This is an optimization exercise on Yosys and OpenROAD, whose aim is small area, not a production implementation.
The RTL was checked by simulation tests, not by an equivalence proof against the original design.

Setup of build 80:
==> flow/design.v (excerpt) <==
module comparator_latch #
(
  parameter n_to_response_time = -1038,
  parameter p_to_response_time = -1020,
  parameter const_response_time = 1285,
  parameter n_to_tau = -1248,
  parameter p_to_tau = 1037,
  parameter const_tau = 1042,
  parameter n_to_response_time_lh = -1752,
  parameter p_to_response_time_lh = -1006,
  parameter const_response_time_lh = 1185,
  parameter n_to_tau_lh = 1131,
  parameter p_to_tau_lh = -1115,
  parameter const_tau_lh = 1529
)
(
  input clk,
  input reset,
  input sys_clk,
  input [15-1:0] n,
  input [15-1:0] p,
  output [35-1:0] out
);
Size in the first run: ~5 flip-flops.
==> flow/config.mk <==
export PLATFORM = sky130hd
export DESIGN_NAME = comparator_latch
export DESIGN_NICKNAME = comparator_latch
export VERILOG_FILES = /design/flow/design.v
export SDC_FILE = /design/flow/constraint.sdc
export NUM_CORES = 4
export LEC_CHECK = 0
export ABC_AREA = 1
export CAP_MARGIN = 20
export CORE_MARGIN = 2
export CORE_UTILIZATION = 40
export CTS_BUF_LIST = sky130_fd_sc_hd__clkbuf_2
export SLEW_MARGIN = 20
export SYNTH_HIERARCHICAL = 1
export SYNTH_MINIMUM_KEEP_SIZE = 0
==> flow/constraint.sdc <==
create_clock -name core_clock -period 26.0 [get_ports {clk}]
set_input_delay 5.2000 -clock core_clock [delete_from_list [all_inputs] [get_ports {clk}]]
set_output_delay 5.2000 -clock core_clock [all_outputs]
set_load 0.01 [all_outputs]
standard.sh (not shown) runs the stock make flow with config.mk's settings and CLKGATE_MAP_FILE= SYNTH_SCRIPT=/design/flow/synth_recipe.tcl, a recipe that flattens the netlist after the stock synthesis.
==> flow/flow/run.sh <==
#!/bin/bash
# The standard layout, with three changes:
#  - ABC maps the logic for area only (map -a, no buffering or upsizing), from a copy of
#    ORFS's scripts whose abc_area.script is replaced (ABC_AREA is 1 in config.mk);
#  - the port buffers are made from the smallest buffer cell;
#  - the constant outputs share one tie cell instead of one tie cell each.
set -euo pipefail
rm -rf scripts_area
cp -r "$FLOW_HOME/scripts" scripts_area
printf 'strash\ndch\nmap -a\ntopo\nstime -c\ndnsize -c\n' > scripts_area/abc_area.script
bash standard.sh "SCRIPTS_DIR=$PWD/scripts_area" \
  "BUFFER_PORTS_ARGS=-buffer_cell sky130_fd_sc_hd__buf_1" \
  SKIP_REPAIR_TIE_FANOUT=1 finish > make_finish.log 2>&1
The flow did not stop early for build 80: all stages ran, and the layout cleared the timing, DRC and antenna checks.
For build 59, these inputs were changed with respect to build 80:
Settings: swapping 40 for 25 in CORE_UTILIZATION.
--- outcome ---
- The floorplan die width of build 59 exceeds that of build 80 by about 25%.
- Share of the cycle needed by the critical path after routing, build 59 and build 80, higher one = build 59.
- Summary of build 59 over build 80: register fraction of the total cell area has remained practically unchanged, count of non-filler cells in the finished layout has increased.
The inputs of build 84 differ from those of build 59 as listed below.
Settings: swapping 25 for 40 in CORE_UTILIZATION.
diff --git a/flow/flow/run.sh b/flow/flow/run.sh
--- a/flow/flow/run.sh
+++ b/flow/flow/run.sh
@@ -2 +2 @@
-# The standard layout, with three changes:
+# The standard layout, with two changes:
@@ -5,2 +5 @@
-#  - the port buffers are made from the smallest buffer cell;
-#  - the constant outputs share one tie cell instead of one tie cell each.
+#  - the port buffers are made from the smallest buffer cell.
@@ -12,2 +11 @@
-  "BUFFER_PORTS_ARGS=-buffer_cell sky130_fd_sc_hd__buf_1" \
-  SKIP_REPAIR_TIE_FANOUT=1 finish > make_finish.log 2>&1
+  "BUFFER_PORTS_ARGS=-buffer_cell sky130_fd_sc_hd__buf_1" finish > make_finish.log 2>&1
--- outcome ---
- Routed via count: build 84 worse than build 59
- Build 84 vs build 59 on register-to-register slack: build 84 is the higher one.
- For count of fill cells added during filler insertion, dividing the value from build 84 by the value from build 59 gives 0.60.

========
Setup of gamma:
comparator_latch again, from the RTL that the note above started with.
export LEC_CHECK = 0
export ABC_AREA = 1
export CAP_MARGIN = 20
export CORE_MARGIN = 2
export CORE_UTILIZATION = 40
export CTS_BUF_LIST = sky130_fd_sc_hd__clkbuf_1
export GPL_TIMING_DRIVEN = 0
export SLEW_MARGIN = 20
export SYNTH_HIERARCHICAL = 1
export SYNTH_MINIMUM_KEEP_SIZE = 0
create_clock -name core_clock -period 26.0 [get_ports {clk}]
==> flow/flow/run.sh <==
#!/bin/bash
# The standard layout, with three changes:
#  - ABC maps the logic for area only (map -a, no buffering or upsizing), from a copy of
#    ORFS's scripts whose abc_area.script is replaced (ABC_AREA is 1 in config.mk);
#  - the port buffers are made from the smallest buffer cell;
#  - the constant outputs share one tie cell instead of one tie cell each.
set -euo pipefail
rm -rf scripts_area
cp -r "$FLOW_HOME/scripts" scripts_area
printf 'strash\ndch\nmap -a\ntopo\nstime -c\ndnsize -c\n' > scripts_area/abc_area.script
bash standard.sh "SCRIPTS_DIR=$PWD/scripts_area" \
  "BUFFER_PORTS_ARGS=-buffer_cell sky130_fd_sc_hd__buf_1" \
  SKIP_REPAIR_TIE_FANOUT=1 finish > make_finish.log 2>&1
--- input diff gamma..alpha ---
# gamma
export LEC_CHECK = 0
export ABC_AREA = 1
export CAP_MARGIN = 20
export CORE_MARGIN = 2
export CORE_UTILIZATION = 40
export CTS_BUF_LIST = sky130_fd_sc_hd__clkbuf_1
export GPL_TIMING_DRIVEN = 0
export SLEW_MARGIN = 20
export SYNTH_HIERARCHICAL = 1
export SYNTH_MINIMUM_KEEP_SIZE = 0
create_clock -name core_clock -period 26.0 [get_ports {clk}]
# alpha
export LEC_CHECK = 0
export ABC_AREA = 1
export CAP_MARGIN = 20
export CORE_MARGIN = 2
export CORE_UTILIZATION = 60
export CTS_BUF_LIST = sky130_fd_sc_hd__clkbuf_2
export SLEW_MARGIN = 20
export SYNTH_HIERARCHICAL = 1
export SYNTH_MINIMUM_KEEP_SIZE = 0
create_clock -name core_clock -period 26.0 [get_ports {clk}]
[summary]
- Routed wire length per instance (higher): alpha
- The clock tree buffer count of the final layout on gamma is in line with that on alpha.
- Comparing reg2reg setup slack for alpha and gamma, the bigger number came from alpha.
- Going from gamma to alpha, setup slack climbed 160 ps, cell count along the critical path barely changed, count of fill cells added during filler insertion fell by 38%, highest clock rate increased 0.76%.
- Delta (alpha minus gamma): effective utilization at floorplan increased 21 points, post-cts hold buffer count level.

what the ideal ports hide:
The results above use ideal ports. As a check the final layouts listed here were re-extracted and re-timed, cells and wires unchanged.
Step 1: set_driving_cell puts a clkbuf_16 on clk and a buf_2 on each other input, an assumption about the parent block.
Step 2 adds t to the input delays and takes it off the output delays; t is the mean of the earliest and latest rising clock arrival at the registers after step 1. Input paths then give back, and output paths get back, about the clock's delay inside the block.
a / b / c = ideal ports / drivers / drivers and shift; a / b = the first two.
run	t, ns	slack for setup (ns)	pins driven straight from the clock port
build 80	0.233	5.195 / 5.188 / 4.955	1
build 59	0.233	5.145 / 5.143 / 4.910	1
build 84	0.235	5.148 / 5.142 / 4.906	1
gamma	0.285	5.143 / 5.137 / 4.852	1
alpha	0.225	5.300 / 5.288 / 5.063	1
After both steps every run listed still meets setup and hold. For gamma, which loses most, drivers alone change the setup slack by -0.006 ns; drivers and shift together by -0.291 ns.
